This design comes from an exercise in tuning for small area on the open sky130 flow, not from production work. The RTL was checked by simulation tests, not by an equivalence proof against the original design.

==> flow/design.v (outline; a module is shown in full before it is edited, if it fits) <==
// module ADD_step3: 49 lines
// module int_compare: 15 lines
// module right_shift: 8 lines
// module mul_26b: 1162 lines
// module cpa_hi: 131 lines
// module cpa_lo: 31 lines
// module adder_8b: 17 lines
// module subtract: 16 lines
// module rounder: 13 lines
// module left_shift: 17 lines
// module FPU_top_level: 96 lines
module FPU_top_level
(
 input         clk,
 input         nrst,
 input  [31:0] floating_point1,
 input  [31:0] floating_point2,
 input  [2:0]  frm,
 input  [6:0]  funct7,
 output [31:0] floating_point_out,
 output [4:0]  flags
 );
  // ...
==> flow/flow/run.sh <==
#!/bin/bash
# Own layout flow:
#  1. the standard synthesis (bash standard.sh synth);
#  2. flow/fixinv.py: full-adder polarity clean-up (removes inverters between
#     full adders; registers untouched);
#  3. flow/reabc.tcl: ABC re-maps the other combinational cells for area;
#     cells whose pre-placement slack is below KEEP_NS (flow/slack.tcl,
#     flow/keepmark.py) and all registers and adders are left as they are;
#  4. the standard layout, with the smallest buffer on the ports and without
#     keeping global placement's timing-driven buffers.
# Each step's full output goes to a log file in this folder.
set -euo pipefail
W=$(pwd)
R=$W/orfs/results/$FLOW_PLATFORM/FPU_top_level/base
export PLATFORM_DIR=$FLOW_HOME/platforms/$FLOW_PLATFORM
export LIB=$PLATFORM_DIR/lib/sky130_fd_sc_hd__tt_025C_1v80.lib
KEEP_NS=${KEEP_NS:-0.5}

bash standard.sh synth > synth.log 2>&1

cp "$R/1_2_yosys.v" "$W/1_2_yosys.standard.v"
python3 flow/fixinv.py "$W/1_2_yosys.standard.v" "$W/1_2_yosys.fixinv.v" > fixinv.log 2>&1
NETIN=$W/1_2_yosys.fixinv.v SLACKOUT=$W/slack.txt \
  openroad -no_init -exit flow/slack.tcl > slack.log 2>&1
python3 flow/keepmark.py mark "$W/1_2_yosys.fixinv.v" "$W/slack.txt" "$KEEP_NS" "$W/1_2_yosys.marked.v" > keepmark.log 2>&1
NETIN=$W/1_2_yosys.marked.v NETOUT=$W/1_2_yosys.reabc_marked.v \
  ABC_SCRIPT='+strash;dch;map,-a;topo;upsize;dnsize' \
  yosys -c flow/reabc.tcl > reabc.log 2>&1
python3 flow/keepmark.py unmark "$W/1_2_yosys.reabc_marked.v" "$W/1_2_yosys.reabc.v" >> keepmark.log 2>&1
cp "$W/1_2_yosys.reabc.v" "$R/1_2_yosys.v"
rm -f "$R/1_synth.odb" "$R/1_synth.sdc"

export BUFFER_PORTS_ARGS="-buffer_cell sky130_fd_sc_hd__buf_1"
export GPL_KEEP_OVERFLOW=0
bash standard.sh finish > layout.log 2>&1
==> flow/flow/fixinv.py <==
#!/usr/bin/env python3
"""Remove inverters around full-adder cells in a flat sky130 gate netlist.

A full adder is self-dual: fa(~a, ~b, ~c) = (~cout, ~sum).  The script picks,
for every fa cell, whether to implement it in true or complemented form so
that as few nets as possible need an inverter, then rebuilds the inverters.
Registers and every other cell are left as they are.

usage: fixinv.py IN.v OUT.v
"""
import re
import sys
import collections

src = open(sys.argv[1]).read()

m = re.search(r'\bmodule\s', src)
cell_re = re.compile(r'^\s*(sky130_fd_sc_hd__\w+)\s+(\\\S+\s|\S+)\s*\((.*?)\);\s*$', re.S | re.M)
pin_re = re.compile(r'\.(\w+)\(\s*(\\\S+\s|[^()\s]+)\s*\)')

OUTPINS = {'X', 'Y', 'Q', 'Q_N', 'SUM', 'COUT', 'HI', 'LO'}

cells = []  # [type, name, [(pin, net)], span]
for mm in cell_re.finditer(src):
    typ, name, body = mm.group(1), mm.group(2), mm.group(3)
    pins = [(p, n.strip()) for p, n in pin_re.findall(body)]
    cells.append([typ, name, pins, mm.span()])

# output ports of the module
hdr = src[:cells[0][3][0]] if cells else src
outputs = set()
for mm in re.finditer(r'^\s*output\s+(?:\[(\d+):(\d+)\]\s*)?(\\\S+\s|\w+)\s*;', src, re.M):
    nm = mm.group(3).strip()
    if mm.group(1):
        hi, lo = int(mm.group(1)), int(mm.group(2))
        for i in range(min(hi, lo), max(hi, lo) + 1):
            outputs.add(f'{nm}[{i}]')
    else:
        outputs.add(nm)


def is_inv(t):
    return re.match(r'sky130_fd_sc_hd__(clk)?inv_\d+$', t) is not None


def is_fa(t):
    return re.match(r'sky130_fd_sc_hd__fa_\d+$', t) is not None


driver = {}
for ci, (typ, name, pins, span) in enumerate(cells):
    for p, n in pins:
        if p in OUTPINS:
            driver[n] = (ci, p)

# inverters that may be removed: output does not drive a port
removable = set()
for ci, (typ, name, pins, span) in enumerate(cells):
    if is_inv(typ):
        y = dict(pins)['Y']
        if y not in outputs:
            removable.add(ci)


def root(n):
    par = 0
    seen = 0
    while n in driver and driver[n][0] in removable:
        n = dict(cells[driver[n][0]][2])['A']
        par ^= 1
        seen += 1
        if seen > 100:
            raise SystemExit('inverter loop')
    return n, par


# load requirements: list of (cell index, pin, source net, parity)
loads = []
for ci, (typ, name, pins, span) in enumerate(cells):
    if ci in removable:
        continue
    for p, n in pins:
        if p in OUTPINS or p == 'CLK':
            continue
        s, par = root(n)
        loads.append((ci, p, s, par))

fa_cells = [ci for ci, c in enumerate(cells) if is_fa(c[0])]
flip = collections.defaultdict(int)

# per source: loads that need it
by_src = collections.defaultdict(list)
for li, (ci, p, s, par) in enumerate(loads):
    by_src[s].append(li)


def phys(s):
    d = driver.get(s)
    if d and is_fa(cells[d[0]][0]):
        return flip[d[0]]
    return 0


def need(li):
    ci, p, s, par = loads[li]
    return par ^ (flip[ci] if is_fa(cells[ci][0]) else 0)


def src_cost(s):
    ph = phys(s)
    return 1 if any(need(li) != ph for li in by_src[s]) else 0


def touched(ci):
    srcs = set()
    for p, n in cells[ci][2]:
        if p in OUTPINS:
            srcs.add(n)
        elif p != 'CLK':
            srcs.add(root(n)[0])
    return srcs


tsets = {ci: list(touched(ci)) for ci in fa_cells}
before = sum(src_cost(s) for s in by_src)
import random
rng = random.Random(1)
cur = before
best = cur
best_flip = dict(flip)
T = 0.6
steps = 60 * len(fa_cells) + 1000
for k in range(steps):
    ci = fa_cells[rng.randrange(len(fa_cells))]
    ss = tsets[ci]
    c0 = sum(src_cost(s) for s in ss)
    flip[ci] ^= 1
    c1 = sum(src_cost(s) for s in ss)
    d = c1 - c0
    temp = T * (1 - k / steps) + 1e-3
    if d <= 0 or rng.random() < pow(2.718, -d / temp):
        cur += d
        if cur < best:
            best = cur
            best_flip = dict(flip)
    else:
        flip[ci] ^= 1
flip = collections.defaultdict(int, best_flip)
improved = True
while improved:
    improved = False
    for ci in fa_cells:
        ss = tsets[ci]
        c0 = sum(src_cost(s) for s in ss)
        flip[ci] ^= 1
        if sum(src_cost(s) for s in ss) < c0:
            improved = True
        else:
            flip[ci] ^= 1
after = sum(src_cost(s) for s in by_src)

# rebuild connections
newpin = {}  # (ci, pin) -> net
invs = []
ninv = 0
for s, lis in by_src.items():
    ph = phys(s)
    inv_net = None
    for li in lis:
        ci, p, _, _ = loads[li]
        if need(li) == ph:
            newpin[(ci, p)] = s
        else:
            if inv_net is None:
                ninv += 1
                inv_net = f'_fixinv_{ninv}_'
                invs.append((f'_fixinv_cell_{ninv}_', s, inv_net))
            newpin[(ci, p)] = inv_net

out = []
pos = 0
for ci, (typ, name, pins, span) in enumerate(cells):
    out.append(src[pos:span[0]])
    pos = span[1]
    if ci in removable:
        continue
    plist = []
    for p, n in pins:
        n2 = newpin.get((ci, p), n)
        if n2.startswith('\\') and not n2.endswith(' '):
            n2 += ' '
        plist.append(f'    .{p}({n2})')
    out.append(f'  {typ} {name.strip()} ' + ('' if name.strip().startswith('\\') is False else '') + '(\n' + ',\n'.join(plist) + '\n  );')
tail = src[pos:]
decl = ''.join(f'  wire {net};\n' for _, _, net in invs)
icells = ''.join(f'  sky130_fd_sc_hd__inv_1 {cn} (\n    .A({s}{" " if s.startswith(chr(92)) and not s.endswith(" ") else ""}),\n    .Y({net})\n  );\n'
                 for cn, s, net in invs)
endm = tail.rfind('endmodule')
tail = tail[:endm] + icells + tail[endm:]
text = ''.join(out) + tail
# declare new wires after the module header (before the first cell)
first = text.find('  sky130_fd_sc_hd__')
text = text[:first] + decl + text[first:]
open(sys.argv[2], 'w').write(text)
nrem = len(removable)
print(f'fixinv: {len(fa_cells)} fa cells, {sum(flip.values())} flipped; '
      f'inverted sources {before} -> {after}; inverters removed {nrem}, added {ninv}')
==> flow/flow/keepmark.py <==
#!/usr/bin/env python3
"""Mark timing-critical cells so that the ABC re-mapping leaves them alone.

usage: keepmark.py mark IN.v SLACK.txt THRESHOLD OUT.v
       keepmark.py unmark IN.v OUT.v

mark: every cell whose worst output slack (ns, from SLACK.txt: "name slack"
lines) is below THRESHOLD gets its type renamed to KEEP__<type>, and a
blackbox module for each such type is appended (ports taken from the
liberty file in $LIB).
unmark: renames KEEP__<type> back to <type> and drops the blackbox modules.
"""
import os
import re
import sys

mode = sys.argv[1]
cell_re = re.compile(r'^(\s*)(sky130_fd_sc_hd__\w+)(\s+)(\\\S+\s|\S+)(\s*\()', re.M)

if mode == 'mark':
    src = open(sys.argv[2]).read()
    slack = {}
    for line in open(sys.argv[3]):
        p = line.split()
        if len(p) == 2:
            slack[p[0]] = float(p[1])
    thr = float(sys.argv[4])
    used = set()

    def rep(m):
        typ, name = m.group(2), m.group(4).strip()
        key = name[1:] if name.startswith('\\') else name
        s = slack.get(key, 1e9)
        if s < thr and not re.search(r'__(df|fa_|ha_|conb)', typ):
            used.add(typ)
            return f'{m.group(1)}KEEP__{typ}{m.group(3)}{m.group(4)}{m.group(5)}'
        return m.group(0)

    out = cell_re.sub(rep, src)
    lib = open(os.environ['LIB']).read()
    mods = []
    for typ in sorted(used):
        i = lib.index(f'cell ("{typ}")') if f'cell ("{typ}")' in lib else lib.index(f'cell ({typ})')
        j = lib.find('\n    cell (', i + 10)
        body = lib[i:j if j > 0 else len(lib)]
        pins = re.findall(r'(?<![\w])pin \("?(\w+)"?\)\s*\{(.*?)direction\s*:\s*"?(\w+)"?', body, re.S)
        ports = [(p, d) for p, _, d in pins]
        decl = ', '.join(p for p, _ in ports)
        lines = [f'(* blackbox *)\nmodule KEEP__{typ} ({decl});']
        for p, d in ports:
            lines.append(f'  {"output" if d == "output" else "input"} {p};')
        lines.append('endmodule\n')
        mods.append('\n'.join(lines))
    open(sys.argv[5], 'w').write(out + '\n' + '\n'.join(mods))
    print(f'keepmark: {sum(1 for _ in re.finditer("KEEP__", out))} cells kept, {len(used)} types')
else:
    src = open(sys.argv[2]).read()
    src = re.sub(r'\(\* blackbox \*\)\s*module KEEP__.*?endmodule\s*', '', src, flags=re.S)
    src = re.sub(r'^(\s*)module\s+KEEP__\w+.*?endmodule\s*', '', src, flags=re.S | re.M)
    src = src.replace('KEEP__sky130', 'sky130')
    open(sys.argv[3], 'w').write(src)
==> flow/flow/reabc.tcl <==
# Re-map the combinational logic of the standard netlist for area.  Registers
# and full/half adders stay as they are (black boxes); every other cell is
# read as its liberty function and mapped again by ABC.
yosys read_liberty -ignore_miss_func $::env(LIB)
yosys blackbox sky130_fd_sc_hd__dfxtp_1 sky130_fd_sc_hd__dfrtp_1 sky130_fd_sc_hd__fa_1 sky130_fd_sc_hd__ha_1 sky130_fd_sc_hd__conb_1
yosys read_verilog $::env(NETIN)
yosys hierarchy -top $::env(FLOW_TOP)
yosys flatten
yosys opt -purge
yosys abc -liberty $::env(LIB) -dont_use sky130_fd_sc_hd__lpflow_bleeder_1 -dont_use sky130_fd_sc_hd__lpflow_clkbufkapwr_1 -dont_use sky130_fd_sc_hd__lpflow_clkbufkapwr_16 -dont_use sky130_fd_sc_hd__lpflow_clkbufkapwr_2 -dont_use sky130_fd_sc_hd__lpflow_clkbufkapwr_4 -dont_use sky130_fd_sc_hd__lpflow_clkbufkapwr_8 -dont_use sky130_fd_sc_hd__lpflow_clkinvkapwr_1 -dont_use sky130_fd_sc_hd__lpflow_clkinvkapwr_16 -dont_use sky130_fd_sc_hd__lpflow_clkinvkapwr_2 -dont_use sky130_fd_sc_hd__lpflow_clkinvkapwr_4 -dont_use sky130_fd_sc_hd__lpflow_clkinvkapwr_8 -dont_use sky130_fd_sc_hd__lpflow_decapkapwr_12 -dont_use sky130_fd_sc_hd__lpflow_decapkapwr_3 -dont_use sky130_fd_sc_hd__lpflow_decapkapwr_4 -dont_use sky130_fd_sc_hd__lpflow_decapkapwr_6 -dont_use sky130_fd_sc_hd__lpflow_decapkapwr_8 -dont_use sky130_fd_sc_hd__lpflow_inputiso0n_1 -dont_use sky130_fd_sc_hd__lpflow_inputiso0p_1 -dont_use sky130_fd_sc_hd__lpflow_inputiso1n_1 -dont_use sky130_fd_sc_hd__lpflow_inputiso1p_1 -dont_use sky130_fd_sc_hd__lpflow_inputisolatch_1 -dont_use sky130_fd_sc_hd__lpflow_isobufsrc_1 -dont_use sky130_fd_sc_hd__lpflow_isobufsrc_16 -dont_use sky130_fd_sc_hd__lpflow_isobufsrc_2 -dont_use sky130_fd_sc_hd__lpflow_isobufsrc_4 -dont_use sky130_fd_sc_hd__lpflow_isobufsrc_8 -dont_use sky130_fd_sc_hd__lpflow_isobufsrckapwr_16 -dont_use sky130_fd_sc_hd__lpflow_lsbuf_lh_hl_isowell_tap_1 -dont_use sky130_fd_sc_hd__lpflow_lsbuf_lh_hl_isowell_tap_2 -dont_use sky130_fd_sc_hd__lpflow_lsbuf_lh_hl_isowell_tap_4 -dont_use sky130_fd_sc_hd__lpflow_lsbuf_lh_isowell_4 -dont_use sky130_fd_sc_hd__lpflow_lsbuf_lh_isowell_tap_1 -dont_use sky130_fd_sc_hd__lpflow_lsbuf_lh_isowell_tap_2 -dont_use sky130_fd_sc_hd__lpflow_lsbuf_lh_isowell_tap_4 -dont_use sky130_fd_sc_hd__probe_p_8 -dont_use sky130_fd_sc_hd__probec_p_8  -script $::env(ABC_SCRIPT)
yosys opt_clean -purge
yosys rename -hide w:* i:* o:* %u %d
yosys rename -hide c:* t:sky130_fd_sc_hd__df* %d
yosys stat -liberty $::env(LIB)
yosys write_verilog -noattr $::env(NETOUT)
==> flow/flow/slack.tcl <==
# Worst output-pin slack of every cell of $NETIN, before placement.
read_lef $::env(PLATFORM_DIR)/lef/sky130_fd_sc_hd.tlef
read_lef $::env(PLATFORM_DIR)/lef/sky130_fd_sc_hd_merged.lef
read_liberty $::env(LIB)
read_verilog $::env(NETIN)
link_design $::env(FLOW_TOP)
read_sdc $::env(FLOW_SDC)
set f [open $::env(SLACKOUT) w]
foreach inst [get_cells *] {
  set worst 1e9
  foreach pin [get_pins -of_objects $inst -filter "direction == output"] {
    set s [get_property $pin slack_max]
    if {$s != "" && $s < $worst} { set worst $s }
  }
  puts $f "[get_name $inst] $worst"
}
close $f
==> flow/standard.sh <==
#!/bin/bash
# synth_recipe.tcl (not shown) runs the flow's synth.tcl, then flattens the netlist and writes it again
# the make line also repeats each setting of config.mk as NAME=value (left out here)
make -C /OpenROAD-flow-scripts/flow DESIGN_CONFIG=/design/flow/config.mk WORK_HOME=/design/flow/orfs CLKGATE_MAP_FILE= SYNTH_SCRIPT=/design/flow/synth_recipe.tcl "${@:-finish}"
==> flow/config.mk <==
export PLATFORM = sky130hd
export DESIGN_NAME = FPU_top_level
export DESIGN_NICKNAME = FPU_top_level
export VERILOG_FILES = /design/flow/design.v
export SDC_FILE = /design/flow/constraint.sdc
export NUM_CORES = 4
export LEC_CHECK = 0
export ABC_AREA = 1
export CAP_MARGIN = 20
export CORE_MARGIN = 2
export CORE_UTILIZATION = 40
export SLEW_MARGIN = 20
==> flow/constraint.sdc <==
create_clock -name core_clock -period 10.0 [get_ports {clk}]
set_input_delay 2.0000 -clock core_clock [delete_from_list [all_inputs] [get_ports {clk}]]
set_output_delay 2.0000 -clock core_clock [all_outputs]
set_load 0.01 [all_outputs]
==> flow_metrics.tcl, run 1 <==
set metrics [dict create \
    holdPathEnd "r2_rmode[0]$_DFF_P_" \
    setup_viol 0 \
    cts_tree "done" \
    largestClassByArea "multi-input combinational cells" \
    reg2reg_to "r2_t[25]$_DFF_P_" \
    post-place-ws_ns -2.53 \
    path_class "flop to primary output" \
    period_share_pct 96.3 \
    cts_sinks 109 \
    endpoint "floating_point_out[14]" \
    layout_common_cells "nand2_1 (340), clkinv_1 (290), fa_1 (279)" \
    outcome "no timing/DRC/antenna violations" \
    signal_buffers 168 \
    worst_slack_ns 0.374 \
    wirelength_um 78300 \
    grt_pass1_vias 19491 \
    wl_met3_um 9230 \
    crit_top_cell "fa_1" \
    relSlewSlack_pct 20.3 \
    post-route-util_pct 46.5 \
    cp_top_family "adder cells" \
    holdWs_ns 0.329 \
    mostFrequentLayoutCell "nand2_1" \
    synth_area_um2 18900 \
    multi_input_area_um2 16100 \
    wl_met1_um 32200 \
    sh_seq_area_pct 10.2 \
    cp.required_ns 8.00 \
    r2r_setup_slack_ns 0.50 \
    grt_max_degree 84 \
    top_usage_layer "met2" \
    use_met3_pct 8.28 \
    viasPerCell 6.27 \
    synth_warnings 1 \
]
==> run 2, diff against run 1 <==
--- a/flow/flow/run.sh
+++ b/flow/flow/run.sh
@@ -14,7 +14,7 @@
 R=$W/orfs/results/$FLOW_PLATFORM/FPU_top_level/base
 export PLATFORM_DIR=$FLOW_HOME/platforms/$FLOW_PLATFORM
 export LIB=$PLATFORM_DIR/lib/sky130_fd_sc_hd__tt_025C_1v80.lib
-KEEP_NS=${KEEP_NS:-0.5}
+KEEP_NS=${KEEP_NS:-1.5}
 
 bash standard.sh synth > synth.log 2>&1
 
==> flow_metrics.tcl, run 2 <==
set metrics [dict create \
    setup_viol 0 \
    dieHeight_um 224 \
    period_share_pct 96.8 \
    drt_pass1_iterations 7 \
    ios 113 \
    grt_pass1_vias 19798 \
    root_buffer "clkbuf_16" \
    drive_above_1_share_pct 7.99 \
    cp_top_family "compound AO/OA/AOI/OAI gates" \
    largestRegisters "r1_big x32, r1_small x32, r2_t x27" \
    mostFrequentLayoutCell "nand2_1" \
    path_buf_inv 1 \
    path_clk_slew_ns 0.09 \
    ant_nets 0 \
    clockBufferDepth 2 \
    cp_data_arrival_time_ns 9.97 \
    syn_nets 2987 \
    grt_max_degree 82 \
    fillers 4818 \
    die_area_um2 50100 \
    holdWs_ns 0.332 \
    grt_antenna_before_repair 0 \
    cts-htree-levels 3 \
    relSlewSlack_pct 14.4 \
    drv_slew 0 \
    die_w_um 224 \
    finalNonFillerCells 3309 \
    path_class "flop to flop" \
    num_vias 20789 \
    avgSynthCellArea_um2 7.64 \
    worstMarginPinSlew_ns 1.28 \
    final_area_um2 21800 \
    cts_hold_buffers 0 \
    outcome "no timing/DRC/antenna violations" \
    routabilityCongestion 0.957 \
    grt_pass1_wl_um 119000 \
    synth_warnings 1 \
    cp-end-kind "flop" \
    worstSetupStartpointType "flop" \
    viasPerCell 6.28 \
    cts_buffers 9 \
    track_usage_pct 31.1 \
    start_util_pct 40.5 \
    min_period_ns 9.68 \
    slowest_delay_ns 1.18 \
    routedWlPerCell_um 24.2 \
    clk_latency_ns 0.42 \
    final_hold_viol_count 0 \
    wirelength_um 80000 \
    dp.cells 3240 \
    area_growth_pct 12.8 \
    cap_violations 0 \
    rsz0062_at_grt "true" \
    core_um2 47700 \
    crit_top_cell "fa_1" \
    min_path_type "flop to flop" \
    syn_inst 2532 \
    critPathMaxFanout 25 \
    tns_ns 0 \
    io_buffers 105 \
    placed_cell_area_um2 20700 \
    layout_common_cells "nand2_1 (384), fa_1 (281), clkinv_1 (273)" \
    drc 0 \
    gr-total-overflow 0 \
    first_iter_violations 2495 \
    crit_path_top_delay_cell "clkinv_1" \
    skew_ns 0.0342 \
    hpwlAfterDp_um 58200 \
    fmaxAchievable_mhz 103 \
    synth_area_um2 19300 \
    row_count 80 \
    cts_tree "done" \
    cts_sinks 109 \
    nets 3141 \
    cp.required_ns 10.29 \
]
## run 2: cell types whose count changed in the layout (fill, tap and decap cells not counted), sizes merged, moves of 12 or more
cell    before  now
nand2      357  405
a22oi       76   60
a21oi      252  229
o21ai      264  243
clkinv     304  285
inv         12   56
o221ai      83   95
## run 2: path summary, 6_finish.rpt
path | depth (start not counted) | slack [ns] | end | from
max | 37 | 0.32 | r2_t[25]$_DFF_P_ | r1_big[9]$_DFF_P_
min | 0 | 0.33 | r2_rmode[0]$_DFF_P_ | r1_rmode[0]$_DFF_P_
max reg2reg | 37 | 0.32 | r2_t[25]$_DFF_P_ | r1_big[9]$_DFF_P_
min reg2reg | 0 | 0.33 | r2_rmode[0]$_DFF_P_ | r1_rmode[0]$_DFF_P_
max in group asynchronous | 1 | 8.40 | r1_mul$_DFF_PN0_ | nrst
min in group asynchronous | 1 | 1.41 | r1_mul$_DFF_PN0_ | nrst
## run 2: final cells by class
cell class,count,area (µm²),share of cell area [%]
Clock inverter,7,86.3,0.396
Multi-Input combinational cell,2052,16100,74.0
Inverter,347,1400,6.43
Timing Repair inverter,3,21.3,0.0975
Tap cell,615,769,3.53
Antenna cell,3,7.51,0.0344
Sequential cell,109,2220,10.2
Timing Repair Buffer,164,943,4.32
Clock buffer,9,225,1.03
## run 2: repair_timing
item,in CTS,in global routing
endpoints found under the setup margin,50,43
setup buffers,15,30
gates resized for setup,58,67
pin swaps,2,23
gates cloned,1,4
## run 2: routing by layer
layer / wire length (µm) / track usage (%) / part of all wire (%) / up-vias
met4: 3230 / 11.7 / 4.0 / 0
met5: 0 / 0 / 0 / -
met3: 9150 / 8.15 / 11 / 224
met1: 32900 / 42.0 / 41 / 10026
li1: - / - / - / 9231
met2: 34700 / 47.9 / 43 / 1308
## run 2: stage by stage
stage / setup WS [ns] / utilization, %
detailed placement: -1.96 / 43.3
floorplan: 0.578 / -
global placement: -3.01 / 42.7
global route: -0.0795 / 45.7
CTS: 0.0103 / 44.6
finish: 0.315 / 45.7
==> run 3, diff against run 2 <==
--- a/flow/flow/run.sh
+++ b/flow/flow/run.sh
@@ -14,7 +14,7 @@
 R=$W/orfs/results/$FLOW_PLATFORM/FPU_top_level/base
 export PLATFORM_DIR=$FLOW_HOME/platforms/$FLOW_PLATFORM
 export LIB=$PLATFORM_DIR/lib/sky130_fd_sc_hd__tt_025C_1v80.lib
-KEEP_NS=${KEEP_NS:-1.5}
+KEEP_NS=${KEEP_NS:-1.0}
 
 bash standard.sh synth > synth.log 2>&1
 
--- a/flow/config.mk
+++ b/flow/config.mk
@@ -9,4 +9,5 @@
 export CAP_MARGIN = 20
 export CORE_MARGIN = 2
 export CORE_UTILIZATION = 40
+export CTS_BUF_LIST = sky130_fd_sc_hd__clkbuf_8
 export SLEW_MARGIN = 20
==> flow_metrics.tcl, run 3 <==
set metrics [dict create \
    relSlewSlack_pct 18.9 \
    skew_ns 0.0196 \
    multi_input_area_um2 16000 \
    outcome "no timing/DRC/antenna violations" \
    routabilityCongestion 0.959 \
    wirelength_um 78600 \
    cts_hold_buffers 0 \
    row_count 79 \
    synth_warnings 1 \
    path_class "flop to flop" \
    track_usage_pct 31.1 \
    grt_antenna_before_repair 1 \
    cts-htree-levels 3 \
    clockBufferDepth 2 \
    cp_data_arrival_time_ns 9.93 \
    layout_common_cells "nand2_1 (412), clkinv_1 (286), fa_1 (280)" \
    clk_latency_ns 0.43 \
    cts_tree "done" \
    mostFrequentLayoutCell "nand2_1" \
    path_clk_slew_ns 0.11 \
    grt_pass1_wl_um 118000 \
    cp-end-kind "flop" \
    io_buffers 105 \
    start_util_pct 40.6 \
    n_antenna_cell 0 \
    ios 113 \
    syn_nets 2919 \
    die_area_um2 49300 \
    drv_slew 0 \
    nets 3104 \
    core_um2 46800 \
    ant_nets 0 \
    gr-total-overflow 0 \
    grt_max_degree 82 \
    post-route-util_pct 45.9 \
    holdWs_ns 0.341 \
    viasPerCell 6.32 \
    cts_buffers 9 \
    num_vias 20597 \
    first_iter_violations 2721 \
    cap_violations 0 \
    avgSynthCellArea_um2 7.71 \
    final_hold_viol_count 0 \
    synth_area_um2 19000 \
    critPathMaxFanout 5 \
    slowest_delay_ns 0.58 \
    die_w_um 222 \
    worstSetupStartpointType "flop" \
    period_share_pct 96.1 \
    hpwlAfterDp_um 56400 \
    drt_pass1_iterations 7 \
    min_period_ns 9.61 \
    fillers 4718 \
    min_path_type "flop to flop" \
    largestRegisters "r1_big x32, r1_small x32, r2_t x27" \
    area_growth_pct 12.9 \
    drc 0 \
    drive_above_1_share_pct 7.50 \
    syn_inst 2464 \
    cp.required_ns 10.32 \
    root_buffer "clkbuf_8" \
    fmaxAchievable_mhz 104 \
    grt_pass1_vias 19412 \
    tns_ns 0 \
    routedWlPerCell_um 24.1 \
    worstMarginPinSlew_ns 1.21 \
    crit_top_cell "nand2_1" \
    dieHeight_um 222 \
    setup_viol 0 \
    cts_sinks 109 \
    seqCellArea_um2 2220 \
    crit_path_top_delay_cell "fa_1" \
]
## run 3: cell count changes in the layout (fill, tap and decap cells not counted), sizes merged, moves of 12 or more
cell | previous run | this run
o221ai | 95 | 122
clkinv | 285 | 297
nand2 | 405 | 430
nor2 | 243 | 231
inv | 56 | 16
a22oi | 60 | 38
## run 3: per-layer routing
layer	up-vias	track usage (%)	share of wire, %
li1	9125	-	-
met1	9909	42.2	41
met2	1310	47.3	43
met3	251	8.31	12
met4	2	11.8	4.2
met5	-	0	0.022
## run 3: layout make-up
| cell class | count | share of cell area [%] |
|---|---|---|
| Clock buffer | 9 | 0.577 |
| Sequential cell | 109 | 10.3 |
| Inverter | 315 | 5.74 |
| Multi-Input combinational cell | 2043 | 74.7 |
| Tap cell | 607 | 3.54 |
| Timing Repair Buffer | 170 | 4.64 |
| Timing Repair inverter | 1 | 0.0233 |
| Clock inverter | 7 | 0.426 |
## run 3: through the flow
stage / std cells / setup WS, ns / instance area, µm²
floorplan: 2464 / 0.112 / 19000
global placement: 3174 / -2.89 / 20200
detailed placement: 3186 / -1.91 / 20400
CTS: 3218 / 0.00809 / 21000
global route: 3261 / -0.0141 / 21500
finish: 3261 / 0.393 / 21500
## run 3: what timing repair did
| action | in CTS | in global routing |
|---|---|---|
| pin swaps | 6 | 26 |
| cloned | 4 | 2 |
| gates resized for setup | 55 | 58 |
| endpoints found under the setup margin | 51 | 38 |
| buffers inserted | 12 | 41 |
## run 3: critical path, delay by kind of cell, from the launching register on
family / cells / cell delay (ns)
flops: 1 / 0.39
compound gates: 15 / 2.17
xor+xnor: 1 / 0.16
simple gates: 25 / 2.63
buf+inv: 5 / 0.62
fa+ha+maj: 8 / 3.53
## run 3: path summary, 6_finish.rpt
path	startpoint	endpoint	slack (ns)	cells after the start
max	r1_small[2]$_DFF_P_	r2_t[25]$_DFF_P_	0.39	54
min	r1_rmode[0]$_DFF_P_	r2_rmode[0]$_DFF_P_	0.34	0
max reg2reg	r1_small[2]$_DFF_P_	r2_t[25]$_DFF_P_	0.39	54
min reg2reg	r1_rmode[0]$_DFF_P_	r2_rmode[0]$_DFF_P_	0.34	0
max in group asynchronous	nrst	r1_mul$_DFF_PN0_	8.43	1
min in group asynchronous	nrst	r1_mul$_DFF_PN0_	1.37	1
==> run 4, diff against run 3 <==
--- a/flow/config.mk
+++ b/flow/config.mk
@@ -9,5 +9,5 @@
 export CAP_MARGIN = 20
 export CORE_MARGIN = 2
 export CORE_UTILIZATION = 40
-export CTS_BUF_LIST = sky130_fd_sc_hd__clkbuf_8
+export PLACE_DENSITY = 0.75
 export SLEW_MARGIN = 20
==> flow_metrics.tcl, run 4 <==
set metrics [dict create \
    syn_inst 2464 \
    routedWlPerCell_um 21.7 \
    post-place-ws_ns -1.90 \
    track_usage_pct 28.0 \
    clockBufferDepth 2 \
    syn_nets 2919 \
    n_antenna_cell 0 \
    slowest_delay_ns 0.60 \
    reg2reg_to "r2_t[25]$_DFF_P_" \
    fmaxAchievable_mhz 104 \
    tns_ns 0 \
    cp.required_ns 10.26 \
    cts_hold_buffers 0 \
    setup_viol 0 \
    gr-total-overflow 0 \
    r2r_setup_slack_ns 0.41 \
    ios 113 \
    grt_max_degree 82 \
    num_vias 20421 \
    nets 3107 \
    row_count 79 \
    io_buffers 105 \
    first_iter_violations 2707 \
    wirelength_um 71000 \
    min_period_ns 9.59 \
    drc 0 \
    final_hold_viol_count 0 \
    cts_sinks 109 \
    worst-r2r-cell-count 49 \
    drive_above_1_share_pct 7.34 \
    relSlewSlack_pct 25.0 \
    worst_slack_ns 0.414 \
    worstSetupStartpointType "flop" \
    path_clk_slew_ns 0.08 \
    die_w_um 222 \
    start_util_pct 40.6 \
    worstHoldPathCells 0 \
    layout_common_cells "nand2_1 (412), clkinv_1 (292), fa_1 (280)" \
    holdWs_ns 0.338 \
    cap_violations 0 \
    core_um2 46800 \
    root_buffer "clkbuf_16" \
    drv_slew 0 \
    critPathMaxFanout 25 \
    avgSynthCellArea_um2 7.71 \
    worstMarginPinSlew_ns 1.12 \
    synth_warnings 1 \
    mostFrequentLayoutCell "nand2_1" \
    r2r-start "r1_small[0]$_DFF_P_" \
    dieHeight_um 222 \
    skew_ns 0.0133 \
    min_path_type "flop to flop" \
    synth_area_um2 19000 \
    hpwlAfterDp_um 51400 \
    outcome "no timing/DRC/antenna violations" \
    area_growth_pct 13.3 \
    cts_buffers 9 \
    largestRegisters "r1_big x32, r1_small x32, r2_t x27" \
    viasPerCell 6.26 \
    period_share_pct 95.9 \
    clk_latency_ns 0.38 \
    path_class "flop to flop" \
    routabilityCongestion 1.02 \
    cts_tree "done" \
    holdPathEnd "r2_rmode[0]$_DFF_P_" \
    grt_antenna_before_repair 1 \
    cp_data_arrival_time_ns 9.85 \
    die_area_um2 49300 \
    crit_path_top_delay_cell "fa_1" \
    cp-end-kind "flop" \
    holdCritStartpoint "r1_rmode[0]$_DFF_P_" \
    ant_nets 0 \
    grt_pass1_vias 18841 \
    drt_pass1_iterations 9 \
    grt_pass1_wl_um 109000 \
    cts-htree-levels 3 \
]
run 4: cell count changes in the layout (fill, tap and decap cells not counted), moves of 3 or more:
| cell | previous run | this run |
|---|---|---|
| clkinv_1 | 286 | 292 |
| clkinv_2 | 8 | 4 |
| buf_12 | 0 | 4 |
| nor2_4 | 13 | 10 |
| clkbuf_8 | 9 | 0 |
| clkbuf_16 | 0 | 9 |
run 4: how the worst max path moves through the flow:
stage	from	to	cells after the start
6_report	r1_small[0]$_DFF_P_	r2_t[25]$_DFF_P_	49
2_1_floorplan	r1_mul$_DFF_PN0_	r2_t[25]$_DFF_P_	41
3_3_place_gp	r1_small[1]$_DFF_P_	r2_t[25]$_DFF_P_	51
5_1_grt	r1_small[0]$_DFF_P_	r2_t[25]$_DFF_P_	55
4_1_cts	r1_mul$_DFF_PN0_	r2_t[25]$_DFF_P_	40
3_5_place_dp	r1_small[1]$_DFF_P_	r2_t[25]$_DFF_P_	51
run 4: timing repair:
| item | CTS | global route |
|---|---|---|
| setup buffers | 6 | 50 |
| gates resized for setup | 40 | 67 |
| gates cloned | 4 | 2 |
| setup endpoints to repair | 51 | 35 |
| pin swaps | 6 | 31 |
| endpoints found under the hold margin | 0 | 0 |
run 4: metrics by stage:
step	instances	cell area [µm²]	util (%)
6_report	3264	21500	46.1
5_1_grt	3264	21500	46.1
3_5_place_dp	3185	20400	43.6
4_1_cts	3211	20900	44.7
2_1_floorplan	2464	19000	-
3_3_place_gp	3174	20200	43.1
run 4: area by class of cell:
cell class	count	area (µm²)
clock buffers	9	225
clock inverters	7	82.6
fillers	4567	25200
inverters	315	1220
multi-input cells	2043	16000
flip-flops and latches	109	2220
well taps	607	759
repair buffers	173	1040
repair inverters	1	5.00
run 4: critical path: cells and delay by family, from the launching register on:
family | cells | cell delay [ns]
AND/OR/NAND/NOR | 21 | 2.65
adder cells (fa/ha/maj) | 7 | 3.13
flip-flops | 1 | 0.40
XOR/XNOR | 1 | 0.16
AO/OA/AOI/OAI | 18 | 2.60
buffers and inverters | 2 | 0.52
run 4: per-layer routing:
metal	up-vias	global-route usage [%]	routed length, µm
met5	-	0	0
met3	280	9.00	9970
met4	0	11.4	3220
li1	9136	-	-
met1	9473	37.5	28200
met2	1532	41.7	29500
==> run 5, diff against run 4 <==
--- a/flow/config.mk
+++ b/flow/config.mk
@@ -8,6 +8,5 @@
 export ABC_AREA = 1
 export CAP_MARGIN = 20
 export CORE_MARGIN = 2
-export CORE_UTILIZATION = 40
-export PLACE_DENSITY = 0.75
+export CORE_UTILIZATION = 50
 export SLEW_MARGIN = 20
==> flow_metrics.tcl, run 5 <==
set metrics [dict create \
    outcome "no timing/DRC/antenna violations" \
    worstMarginPinSlew_ns 1.19 \
    ant_nets 0 \
    mostFrequentLayoutCell "nand2_1" \
    start_util_pct 50.6 \
    holdWs_ns 0.331 \
    slowest_delay_ns 0.70 \
    synth_warnings 1 \
    syn_inst 2464 \
    hpwlAfterDp_um 55400 \
    avgSynthCellArea_um2 7.71 \
    track_usage_pct 38.1 \
    largestRegisters "r1_big x32, r1_small x32, r2_t x27" \
    cp_top_family "compound AO/OA/AOI/OAI gates" \
    path_clk_slew_ns 0.08 \
    min_path_type "flop to flop" \
    cts-htree-levels 3 \
    r2r_setup_slack_ns 0.30 \
    routabilityCongestion 0.991 \
    min_period_ns 9.70 \
    holdCritStartpoint "r1_rmode[1]$_DFF_P_" \
    crit_path_start "r1_small[2]$_DFF_P_" \
    multi_input_area_um2 16000 \
    wirelength_um 75300 \
    routedWlPerCell_um 23.9 \
    cp-end-kind "flop" \
    cts_buffers 9 \
    viasPerCell 6.44 \
    critPathMaxFanout 19 \
    syn_nets 2919 \
    clockBufferDepth 2 \
    period_share_pct 97.0 \
    drc 0 \
    dieHeight_um 199 \
    drv_slew 0 \
    seqCellArea_um2 2220 \
    tns_ns 0 \
    cp_data_arrival_time_ns 9.96 \
    clk_latency_ns 0.37 \
    row_count 71 \
    root_buffer "clkbuf_16" \
    gr-total-overflow 0 \
    grt_max_degree 83 \
    die_area_um2 39600 \
    worstSetupStartpointType "flop" \
    grt_pass1_wl_um 112000 \
    layout_common_cells "nand2_1 (409), clkinv_1 (287), fa_1 (280)" \
    path_buf_inv 4 \
    grt_pass1_vias 18637 \
    fmaxAchievable_mhz 103 \
    cts_tree "done" \
    crit_path_top_delay_cell "nand2_1" \
    path_class "flop to flop" \
    n_antenna_cell 0 \
    relSlewSlack_pct 20.4 \
    num_vias 20266 \
    setup_viol 0 \
    final_hold_viol_count 0 \
    nets 3088 \
    first_iter_violations 2374 \
    fillers 3670 \
    cts_sinks 109 \
    skew_ns 0.0148 \
    crit_top_cell "nand2_2" \
    cp.required_ns 10.26 \
    drive_above_1_share_pct 6.94 \
    core_um2 37600 \
    drt_pass1_iterations 6 \
    die_w_um 199 \
    area_growth_pct 12.6 \
    grt_antenna_before_repair 1 \
    r2r-start "r1_small[2]$_DFF_P_" \
    io_buffers 105 \
    ios 113 \
    synth_area_um2 19000 \
    cap_violations 0 \
]
-- run 5: cell count changes in the layout (fill, tap and decap cells not counted), moves of 3 or more --
cell | before | now
buf_4 | 53 | 33
buf_6 | 5 | 2
buf_8 | 4 | 9
clkinv_1 | 292 | 287
nand2_1 | 412 | 409
nand2_4 | 2 | 5
nor2_1 | 205 | 209
nor2_2 | 16 | 7
nor2_4 | 10 | 15
o31ai_2 | 0 | 3
-- run 5: routing by layer --
| layer | share of wire, % | GRT usage, % | vias to the layer above |
|---|---|---|---|
| met3 | 13 | 14.3 | 281 |
| li1 | - | - | 9106 |
| met5 | 0.092 | 1.02 | - |
| met4 | 4.8 | 15.8 | 4 |
| met1 | 40 | 51.9 | 9562 |
| met2 | 41 | 53.8 | 1313 |
-- run 5: final timing paths --
kind	to	depth (start not counted)
setup / recovery	r2_t[25]$_DFF_P_	47
hold / removal	r2_rmode[1]$_DFF_P_	0
setup reg to reg	r2_t[25]$_DFF_P_	47
hold reg to reg	r2_rmode[1]$_DFF_P_	0
max in group asynchronous	r1_mul$_DFF_PN0_	1
min in group asynchronous	r1_mul$_DFF_PN0_	1
-- run 5: metrics by stage --
stage,instances,utilization [%],cell area (µm²),worst slack (ns)
global placement,3078,53.3,20000,-2.62
global route,3149,56.9,21400,-0.116
finish,3149,56.9,21400,0.299
detailed placement,3092,54.2,20400,-1.89
floorplan,2464,-,19000,0.112
CTS,3118,55.6,20900,0.00184
-- run 5: cell type report --
cell class | instances | share of cell area, %
tap | 511 | 2.99
timing repair buffer | 155 | 4.40
sequential | 109 | 10.4
clock buffer | 10 | 1.12
inverter | 315 | 5.73
multi-input combinational | 2043 | 75.0
clock inverter | 6 | 0.392
-- run 5: timing repair --
| action | CTS | global route |
|---|---|---|
| gates resized for setup | 43 | 73 |
| pin swaps | 4 | 30 |
| setup endpoints to repair | 51 | 35 |
| hold buffers | 0 | 0 |
| cloned | 2 | 3 |
| setup buffers | 8 | 27 |
==> run 6, diff against run 5 <==
--- a/flow/config.mk
+++ b/flow/config.mk
@@ -8,5 +8,5 @@
 export ABC_AREA = 1
 export CAP_MARGIN = 20
 export CORE_MARGIN = 2
-export CORE_UTILIZATION = 50
+export CORE_UTILIZATION = 40
 export SLEW_MARGIN = 20
==> flow_metrics.tcl, run 6 <==
set metrics [dict create \
    synth_area_um2 19000 \
    slowest_delay_ns 1.15 \
    ios 113 \
    tns_ns 0 \
    die_area_um2 49300 \
    critPathMaxFanout 23 \
    grt_pass1_vias 19389 \
    setup_viol 0 \
    relSlewSlack_pct 20.1 \
    area_growth_pct 13.0 \
    r2r_setup_slack_ns 0.29 \
    worstHoldPathCells 0 \
    min_period_ns 9.71 \
    grt_pass1_wl_um 118000 \
    holdWs_ns 0.333 \
    crit_path_top_delay_cell "clkinv_1" \
    holdCritStartpoint "r1_rmode[0]$_DFF_P_" \
    fillers 4712 \
    routabilityCongestion 0.959 \
    io_buffers 105 \
    largestRegisters "r1_big x32, r1_small x32, r2_t x27" \
    viasPerCell 6.30 \
    row_count 79 \
    gr-total-overflow 0 \
    syn_inst 2464 \
    min_path_type "flop to flop" \
    nets 3092 \
    clk_latency_ns 0.37 \
    skew_ns 0.0143 \
    outcome "no timing/DRC/antenna violations" \
    die_w_um 222 \
    mostFrequentLayoutCell "nand2_1" \
    path_clk_slew_ns 0.08 \
    reg2reg_to "r2_t[25]$_DFF_P_" \
    r2r-start "r1_big[8]$_DFF_P_" \
    cts_tree "done" \
    layout_common_cells "nand2_1 (413), clkinv_1 (287), fa_1 (281)" \
    grt_max_degree 82 \
    core_um2 46800 \
    drc 0 \
    cts_buffers 9 \
    cts_hold_buffers 0 \
    worst-r2r-cell-count 39 \
    ant_nets 0 \
    path_class "flop to flop" \
    track_usage_pct 31.0 \
    clockBufferDepth 2 \
    cp_data_arrival_time_ns 9.96 \
    worstSetupStartpointType "flop" \
    grt_antenna_before_repair 0 \
    hpwlAfterDp_um 56400 \
    period_share_pct 97.1 \
    worstMarginPinSlew_ns 1.19 \
    synth_warnings 1 \
    routedWlPerCell_um 24.1 \
    final_hold_viol_count 0 \
    start_util_pct 40.6 \
    root_buffer "clkbuf_16" \
    wirelength_um 78200 \
    drv_slew 0 \
    n_antenna_cell 0 \
    cp.required_ns 10.25 \
    dieHeight_um 222 \
    drive_above_1_share_pct 7.04 \
    syn_nets 2919 \
    drt_pass1_iterations 7 \
    holdPathEnd "r2_rmode[0]$_DFF_P_" \
    avgSynthCellArea_um2 7.71 \
    cap_violations 0 \
    cp-end-kind "flop" \
    cts-htree-levels 3 \
    cts_sinks 109 \
    first_iter_violations 2488 \
    fmaxAchievable_mhz 103 \
    num_vias 20469 \
]
run 6: final cells by class:
class                           instances  area, µm²  share of cell area [%]
Multi-Input combinational cell       2043      16000                    74.7
Sequential cell                       109       2220                    10.3
Inverter                              315       1230                    5.72
Timing Repair Buffer                  158        905                    4.21
Tap cell                              607        759                    3.54
Clock buffer                           10        250                    1.17
Clock inverter                          6       61.3                   0.286
Timing Repair inverter                  1       5.00                  0.0233
run 6: routing by layer:
| layer | routed length, µm | vias up | track usage [%] |
|---|---|---|---|
| met2 | 33900 | 1353 | 47.4 |
| met5 | 0 | - | 0 |
| met3 | 8940 | 236 | 7.69 |
| met1 | 32300 | 9762 | 42.4 |
| met4 | 3080 | 0 | 11.5 |
| li1 | - | 9118 | - |
run 6: worst max-delay path, delay by kind of cell, from the launching register on:
family	cells	cell delay (ns)
adder cells (fa/ha/maj)	7	3.16
AO/OA/AOI/OAI	19	3.00
buffers and inverters	2	1.25
flip-flops	1	1.06
AND/OR/NAND/NOR	10	0.89
XOR/XNOR	1	0.17
run 6: stage by stage:
stage	std cells	setup WS [ns]	util [%]	cell area (µm²)
3_5_place_dp	3186	-1.91	43.7	20400
4_1_cts	3217	0.00320	45.0	21000
5_1_grt	3249	-0.0387	45.9	21500
3_3_place_gp	3174	-2.89	43.1	20200
6_report	3249	0.294	45.9	21500
2_1_floorplan	2464	0.112	-	19000
run 6: how the worst max path moves through the flow:
| stage | slack [ns] | end | startpoint | depth (start not counted) |
|---|---|---|---|---|
| 2_1_floorplan | 0.11 | r2_t[25]$_DFF_P_ | r1_mul$_DFF_PN0_ | 41 |
| 3_5_place_dp | -1.91 | r2_t[25]$_DFF_P_ | r1_small[1]$_DFF_P_ | 51 |
| 4_1_cts | 0.003 | r2_t[24]$_DFF_P_ | r1_small[1]$_DFF_P_ | 49 |
| 3_3_place_gp | -2.89 | r2_t[25]$_DFF_P_ | r1_small[1]$_DFF_P_ | 52 |
| 5_1_grt | -0.04 | r2_t[25]$_DFF_P_ | r1_small[2]$_DFF_P_ | 54 |
| 6_report | 0.29 | r2_t[25]$_DFF_P_ | r1_big[8]$_DFF_P_ | 39 |
run 6: timing repair:
item / CTS / global route
pin swaps: 6 / 25
setup buffers: 11 / 30
cloned: 4 / 2
setup endpoints to repair: 51 / 42
resized for setup: 48 / 65
==> run 7, diff against run 6 <==
--- a/flow/flow/run.sh
+++ b/flow/flow/run.sh
@@ -24,7 +24,7 @@
   openroad -no_init -exit flow/slack.tcl > slack.log 2>&1
 python3 flow/keepmark.py mark "$W/1_2_yosys.fixinv.v" "$W/slack.txt" "$KEEP_NS" "$W/1_2_yosys.marked.v" > keepmark.log 2>&1
 NETIN=$W/1_2_yosys.marked.v NETOUT=$W/1_2_yosys.reabc_marked.v \
-  ABC_SCRIPT='+strash;dch;map,-a;topo;upsize;dnsize' \
+  ABC_SCRIPT='+strash;dch;map,-a;topo;buffer;upsize;dnsize' \
   yosys -c flow/reabc.tcl > reabc.log 2>&1
 python3 flow/keepmark.py unmark "$W/1_2_yosys.reabc_marked.v" "$W/1_2_yosys.reabc.v" >> keepmark.log 2>&1
 cp "$W/1_2_yosys.reabc.v" "$R/1_2_yosys.v"
==> flow_metrics.tcl, run 7 <==
set metrics [dict create \
    synth_area_um2 19600 \
    core_um2 48600 \
    area_growth_pct 10.2 \
    worst_slack_ns 0.444 \
    worstHoldPathCells 0 \
    routabilityCongestion 0.976 \
    clockBufferDepth 2 \
    holdWs_ns 0.331 \
    n_antenna_cell 0 \
    cts-htree-levels 3 \
    cp-end-kind "primary output" \
    worstSetupStartpointType "flop" \
    min_period_ns 9.56 \
    die_w_um 225 \
    outcome "no timing/DRC/antenna violations" \
    setup_viol 0 \
    largestRegisters "r1_big x32, r1_small x32, r2_t x27" \
    root_buffer "clkbuf_16" \
    syn_inst 2616 \
    grt_max_degree 72 \
    cts_tree "done" \
    start_util_pct 40.2 \
    crit_top_cell "fa_1" \
    min_path_type "flop to flop" \
    holdPathEnd "r2_rmode[0]$_DFF_P_" \
    grt_pass1_wl_um 117000 \
    fillers 5015 \
    post-place-ws_ns -1.58 \
    gr-total-overflow 0 \
    num_vias 20461 \
    nets 3104 \
    wirelength_um 77600 \
    dieHeight_um 225 \
    relSlewSlack_pct 19.4 \
    grt_antenna_before_repair 0 \
    routedWlPerCell_um 23.7 \
    skew_ns 0.0132 \
    fmaxAchievable_mhz 105 \
    final_hold_viol_count 0 \
    critPathMaxFanout 14 \
    path_buf_inv 5 \
    period_share_pct 95.6 \
    cp.required_ns 8.00 \
    tns_ns 0 \
    hpwlAfterDp_um 56200 \
    row_count 81 \
    cp_data_arrival_time_ns 7.56 \
    avgSynthCellArea_um2 7.48 \
    ant_nets 0 \
    slowest_delay_ns 0.45 \
    synth_warnings 1 \
    crit_path_top_delay_cell "dfxtp_1" \
    holdCritStartpoint "r1_rmode[0]$_DFF_P_" \
    cp_top_family "adder cells" \
    worst-r2r-cell-count 54 \
    drv_slew 0 \
    layout_common_cells "nand2_1 (412), inv_1 (285), fa_1 (280)" \
    seqCellArea_um2 2220 \
    cts_hold_buffers 0 \
    ios 113 \
    reg2reg_to "r2_t[25]$_DFF_P_" \
    drt_pass1_iterations 6 \
    die_area_um2 50700 \
    multi_input_area_um2 16000 \
    r2r_setup_slack_ns 0.46 \
    syn_nets 3071 \
    cap_violations 0 \
    worstMarginPinSlew_ns 1.20 \
    io_buffers 105 \
    first_iter_violations 2695 \
    cts_sinks 109 \
    path_clk_slew_ns 0.08 \
    drive_above_1_share_pct 7.12 \
    path_class "flop to primary output" \
    drc 0 \
    viasPerCell 6.25 \
    r2r-start "r1_small[1]$_DFF_P_" \
    cts_buffers 9 \
    track_usage_pct 30.1 \
    grt_pass1_vias 19640 \
    mostFrequentLayoutCell "nand2_1" \
    clk_latency_ns 0.37 \
]
-- run 7: cell types whose count changed in the layout (fill, tap and decap cells not counted), sizes merged --
cell	change
buf	+12
bufinv	+1
clkbuf	-1
clkinv	-287
clkinvlp	+5
inv	+283
nor3	-1
-- run 7: what timing repair did --
item	in CTS	in global routing
setup endpoints to repair	41	35
cloned	5	1
gates resized for setup	32	63
buffers inserted	14	36
pin swaps	4	22
-- run 7: through the flow --
| stage | util, % | area (µm²) | std cells |
|---|---|---|---|
| 2_1_floorplan | - | 19600 | 2616 |
| 3_3_place_gp | 41.4 | 20100 | 3189 |
| 3_5_place_dp | 42.1 | 20500 | 3205 |
| 4_1_cts | 43.3 | 21100 | 3240 |
| 5_1_grt | 44.3 | 21600 | 3276 |
| 6_report | 44.3 | 21600 | 3276 |
-- run 7: layout make-up --
class                   instances  share of cell area (%)
clock buffers                   9                    1.04
clock inverters                 7                   0.470
inverters                     315                    5.68
multi-input cells            2042                    74.1
flip-flops and latches        109                    10.3
well taps                     622                    3.61
repair buffers                170                    4.80
repair inverters                2                  0.0464
-- run 7: layer usage --
layer / vias to the layer above / wire (µm) / part of all wire, % / global-route usage (%)
li1: 9097 / - / - / -
met2: 1278 / 33300 / 43 / 45.1
met5: - / 0 / 0 / 0
met4: 0 / 3440 / 4.4 / 12.5
met1: 9853 / 32100 / 41 / 41.1
met3: 233 / 8750 / 11 / 8.12
-- run 7: how the worst max path moves through the flow --
stage               cells past startpoint                endpoint                start
finish                                 30   floating_point_out[5]     r2_t[25]$_DFF_P_
global route                           54        r2_t[25]$_DFF_P_  r1_small[1]$_DFF_P_
CTS                                    54        r2_t[25]$_DFF_P_  r1_small[1]$_DFF_P_
detailed placement                     53        r2_t[25]$_DFF_P_  r1_small[1]$_DFF_P_
global placement                       31   floating_point_out[5]     r2_t[25]$_DFF_P_
floorplan                              33  floating_point_out[13]     r2_t[25]$_DFF_P_

==> what the ideal ports hide <==
The results above use ideal ports. As a check the final layouts listed here were re-extracted and re-timed, cells and wires unchanged.
Step 1 (the two cells are an assumption about what drives the block):
set clk [get_ports {clk}]
set_driving_cell -lib_cell sky130_fd_sc_hd__clkbuf_16 $clk
set_driving_cell -lib_cell sky130_fd_sc_hd__buf_2 [delete_from_list [all_inputs] $clk]
Step 2 also shifts input and output timing later by t, the mid clock arrival at the registers, as if the neighbouring blocks saw the same clock.
Slacks: no drivers / after step 1 / after step 2; pairs: no drivers / after step 1.
run | t, ns | setup slack, ns | worst hold slack (ns) | worst setup path after step 2 | worst slew at a driven data input, ns
run 1 | 0.424 | 0.374 / 0.317 / 0.503 | 0.329 / 0.329 / 0.329 | register to register | 0.06
run 2 | 0.456 | 0.315 / 0.270 / 0.315 | 0.332 / 0.332 / 0.332 | register to register | 0.07
run 3 | 0.467 | 0.393 / 0.372 / 0.393 | 0.341 / 0.341 / 0.341 | register to register | 0.06
run 4 | 0.416 | 0.414 / 0.414 / 0.414 | 0.338 / 0.338 / 0.338 | register to register | 0.04
run 5 | 0.425 | 0.299 / 0.277 / 0.299 | 0.331 / 0.331 / 0.331 | register to register | 0.03
run 6 | 0.413 | 0.294 / 0.294 / 0.294 | 0.333 / 0.333 / 0.333 | register to register | 0.06
run 7 | 0.419 | 0.444 / 0.394 / 0.459 | 0.331 / 0.331 / 0.331 | register to register | 0.05
After both steps setup and hold are still met in every run listed.
